This design comes from an exercise in tuning for small area on the open sky130 flow, not from production work.
Function was checked by simulation only, so behaviour that the tests miss may differ from the original.
Power is estimated from default activity; no workload was simulated.

==> flow/design.v (excerpt) <==
module final_project_6(
	input CLOCK_50,
	input RESET_N,           
	input [2:0] BUTTON,
	input [9:0] SW,
	output [0:6]	HEX0,HEX1,HEX2,HEX3,
	output VGA_HS,		 
	output VGA_VS,		 
	output VGA_BLANK,		 
	output VGA_SYNC,		 
	output [3:0] VGA_R,  	 
	output [3:0] VGA_G,		 
	output [3:0] VGA_B   	 
);
Size in the first run: ~1,600 cells after synthesis, roughly 59 I/O pins, roughly 10,000 µm² of cells after synthesis.
export LEC_CHECK = 0
export ABC_AREA = 1
export CAP_MARGIN = 20
export CORE_MARGIN = 2
export CORE_UTILIZATION = 70
export PLACE_DENSITY = 0.8
export SLEW_MARGIN = 20
create_clock -name core_clock -period 20.0 [get_ports {CLOCK_50}]
standard.sh (not shown) runs the stock make flow with config.mk's settings and CLKGATE_MAP_FILE= SYNTH_SCRIPT=/design/flow/synth_recipe.tcl, a recipe that flattens the netlist after the stock synthesis.
==> flow/flow/run.sh <==
#!/bin/bash
# Layout flow: the standard synthesis, then the combinational logic between the
# registers is re-mapped by ABC for area (the registers are kept as they are, same
# cells and names), then the standard layout from floorplan to the end.
set -euo pipefail
HERE=$(pwd)
R=$HERE/orfs/results/sky130hd/final_project_6/base
LIB=$FLOW_HOME/platforms/sky130hd/lib/sky130_fd_sc_hd__tt_025C_1v80.lib
YOSYS=$FLOW_HOME/../tools/install/yosys/bin/yosys
[ -x "$YOSYS" ] || YOSYS=$(command -v yosys)

# 1. standard synthesis
bash standard.sh synth > 1_standard_synth.log 2>&1

# 2. re-map the logic
cp $R/1_2_yosys.v $HERE/standard_netlist.v
DU=""
for c in $(cat flow/dont_use.txt); do DU="$DU -dont_use $c"; done
cat > $HERE/abc_area.abc <<EOA
strash
&get -n
&deepsyn -I 4 -T 240
&put
dch -f
amap
EOA
$YOSYS -p "
read_liberty -ignore_miss_func $LIB
blackbox sky130_fd_sc_hd__dfxtp_1 sky130_fd_sc_hd__edfxtp_1 sky130_fd_sc_hd__dfrtp_1 sky130_fd_sc_hd__dfstp_1 sky130_fd_sc_hd__conb_1
read_verilog $HERE/standard_netlist.v
hierarchy -check -top final_project_6
flatten
opt -purge
tee -o $HERE/stat_before.txt stat -liberty $LIB
abc -liberty $LIB $DU -script $HERE/abc_area.abc
read_liberty -lib -ignore_redef $LIB
hierarchy -check -top final_project_6
opt_clean -purge
splitnets
opt_clean -purge
hilomap -singleton -hicell sky130_fd_sc_hd__conb_1 HI -locell sky130_fd_sc_hd__conb_1 LO
insbuf -buf sky130_fd_sc_hd__buf_1 A X
opt_clean -purge
check -assert -mapped
tee -o $HERE/stat_after.txt stat -liberty $LIB
write_verilog -noattr -nohex -nodec $HERE/reopt_netlist.v
" > 2_reopt.log 2>&1
cp $HERE/reopt_netlist.v $R/1_2_yosys.v
rm -f $R/1_synth.odb $R/1_synth.sdc

# 3. standard layout from the new netlist
# smallest buffer on the ports; a lighter clock tree
bash standard.sh BUFFER_PORTS_ARGS="-buffer_cell sky130_fd_sc_hd__buf_1" \
	CTS_ARGS="$(cat flow/cts_args.txt)" finish > 3_standard_finish.log 2>&1
Other scripts of this flow, unchanged in this note and not shown: flow/flow/cts_args.txt, flow/flow/dont_use.txt
==> next run, changes <==
--- a/flow/design.v
+++ b/flow/design.v
@@ -229,40 +229,38 @@
 	wire eop = cnt[0];
 	reg [9:0] eu, ev;
 	reg en, ez;
 	always @* begin
 		case ({eb, eop})
 			2'b00: eu = bx1;
 			2'b01: eu = {4'd0, k1};
 			2'b10: eu = bx2;
 			default: eu = {4'd0, k2};
 		endcase
 		case ({ek, eop})
+			3'b000: ev = l1;
 			3'b001: ev = {4'd0, hq1};
+			3'b010: ev = l2;
 			3'b011: ev = {4'd0, hq2};
-			3'b101: ev = {4'd0, hq3};
-			default: ev = P;
+			3'b100: ev = l3;
+			default: ev = {4'd0, hq3};
 		endcase
 		case (ek)
 			2'd0: begin en = n1; ez = (hr1 == 4'd0); end
 			2'd1: begin en = n2; ez = (hr2 == 4'd0); end
 			default: begin en = n3; ez = (hr3 == 4'd0); end
 		endcase
 	end
 	wire [10:0] ed = diff(eu, ev);
-	wire colx = en && ((ek == 2'd0) ? sin(ed, 11'd30, 11'd140) :
-	                   (ek == 2'd1) ? (w2 ? sin(ed, -11'sd532, -11'sd422) : sin(ed, 11'd270, 11'd380)) :
-	                                  (w3 ? sin(ed, -11'sd292, -11'sd182) : sin(ed, 11'd510, 11'd620)));
-	wire sx = en && ((ek == 2'd0) ? sin(ed, 11'd20, 11'd70) :
-	                 (ek == 2'd1) ? (w2 ? sin(ed, -11'sd542, -11'sd492) : sin(ed, 11'd260, 11'd310)) :
-	                                (w3 ? sin(ed, -11'sd302, -11'sd252) : sin(ed, 11'd500, 11'd550)));
+	wire colx = en && sin(ed, 11'd30, 11'd140);
+	wire sx = en && sin(ed, 11'd20, 11'd70);
 	wire e_0 = (ed == 11'd0);
 	wire rowc = sge11(ed, 11'd1) || (e_0 && ez) || sge11(-11'sd9, ed);
 	wire syup = (sge11(ed, -11'sd10) && sge11(11'd1, ed)) || (ed == -11'sd11 && ez);
 	wire sydn = (sge11(ed, -11'sd12) && sge11(-11'sd1, ed)) || (ed == -11'sd13 && ez);
 	reg t_colx, t_sx;
 	reg [1:0] colidx1, colidx2, sxidx1, sxidx2;
 	reg up1, up2, dn1, dn2;
 	wire [1:0] kk = {ek[0], ~ek[0]} | {ek[1], ek[1]};
 	always @(posedge clk)
 		if (!rst_n) begin
 			t_colx <= 1'b0; t_sx <= 1'b0;
=> The new run finished clean; wire length goes up by 2.9%; final area shrinks by 1.3%; worst setup slack got worse by 0.29 ns; via count goes down by 0.41%; power went down by 1.4%; clock power barely changes; area after synthesis decreases by 1.0%; count of clock-buffer cells in the layout stays the same; non-clock buffer count came out lower by 4; sequential cell count stays the same; utilization decreases by 0.71 points; sequential share of layout area grows by 0.37 points; die area went down by 1.0%.

-- port drivers added, routing unchanged --
No port has a modelled driver above. Below, the same layouts with a new extraction and two added sets of constraints. Step 1 sets driving cells, clkbuf_16 on the clock port and buf_2 on the other inputs (assumed; they add their load-dependent delay and slew). Step 2, shift: input delay + t, output delay - t, t = (earliest + latest rising clock arrival at the registers) / 2. This alone moves slack from input paths to output paths. Slacks: no drivers / after step 1 / after step 2; pairs: no drivers / after step 1.
| run | shift t [ns] | setup WS [ns] | clock arrival spread, ns | worst register clock-pin slew, ns | worst data-port slew with drivers (ns) |
|---|---|---|---|---|---|
| the first run | 0.492 | 8.465 / 8.426 / 8.918 | 0.028 / 0.028 | 0.09 / 0.09 | 0.04 |
| the second run | 0.493 | 8.175 / 8.135 / 8.628 | 0.034 / 0.034 | 0.09 / 0.09 | 0.04 |
After both steps every run listed still meets setup and hold.
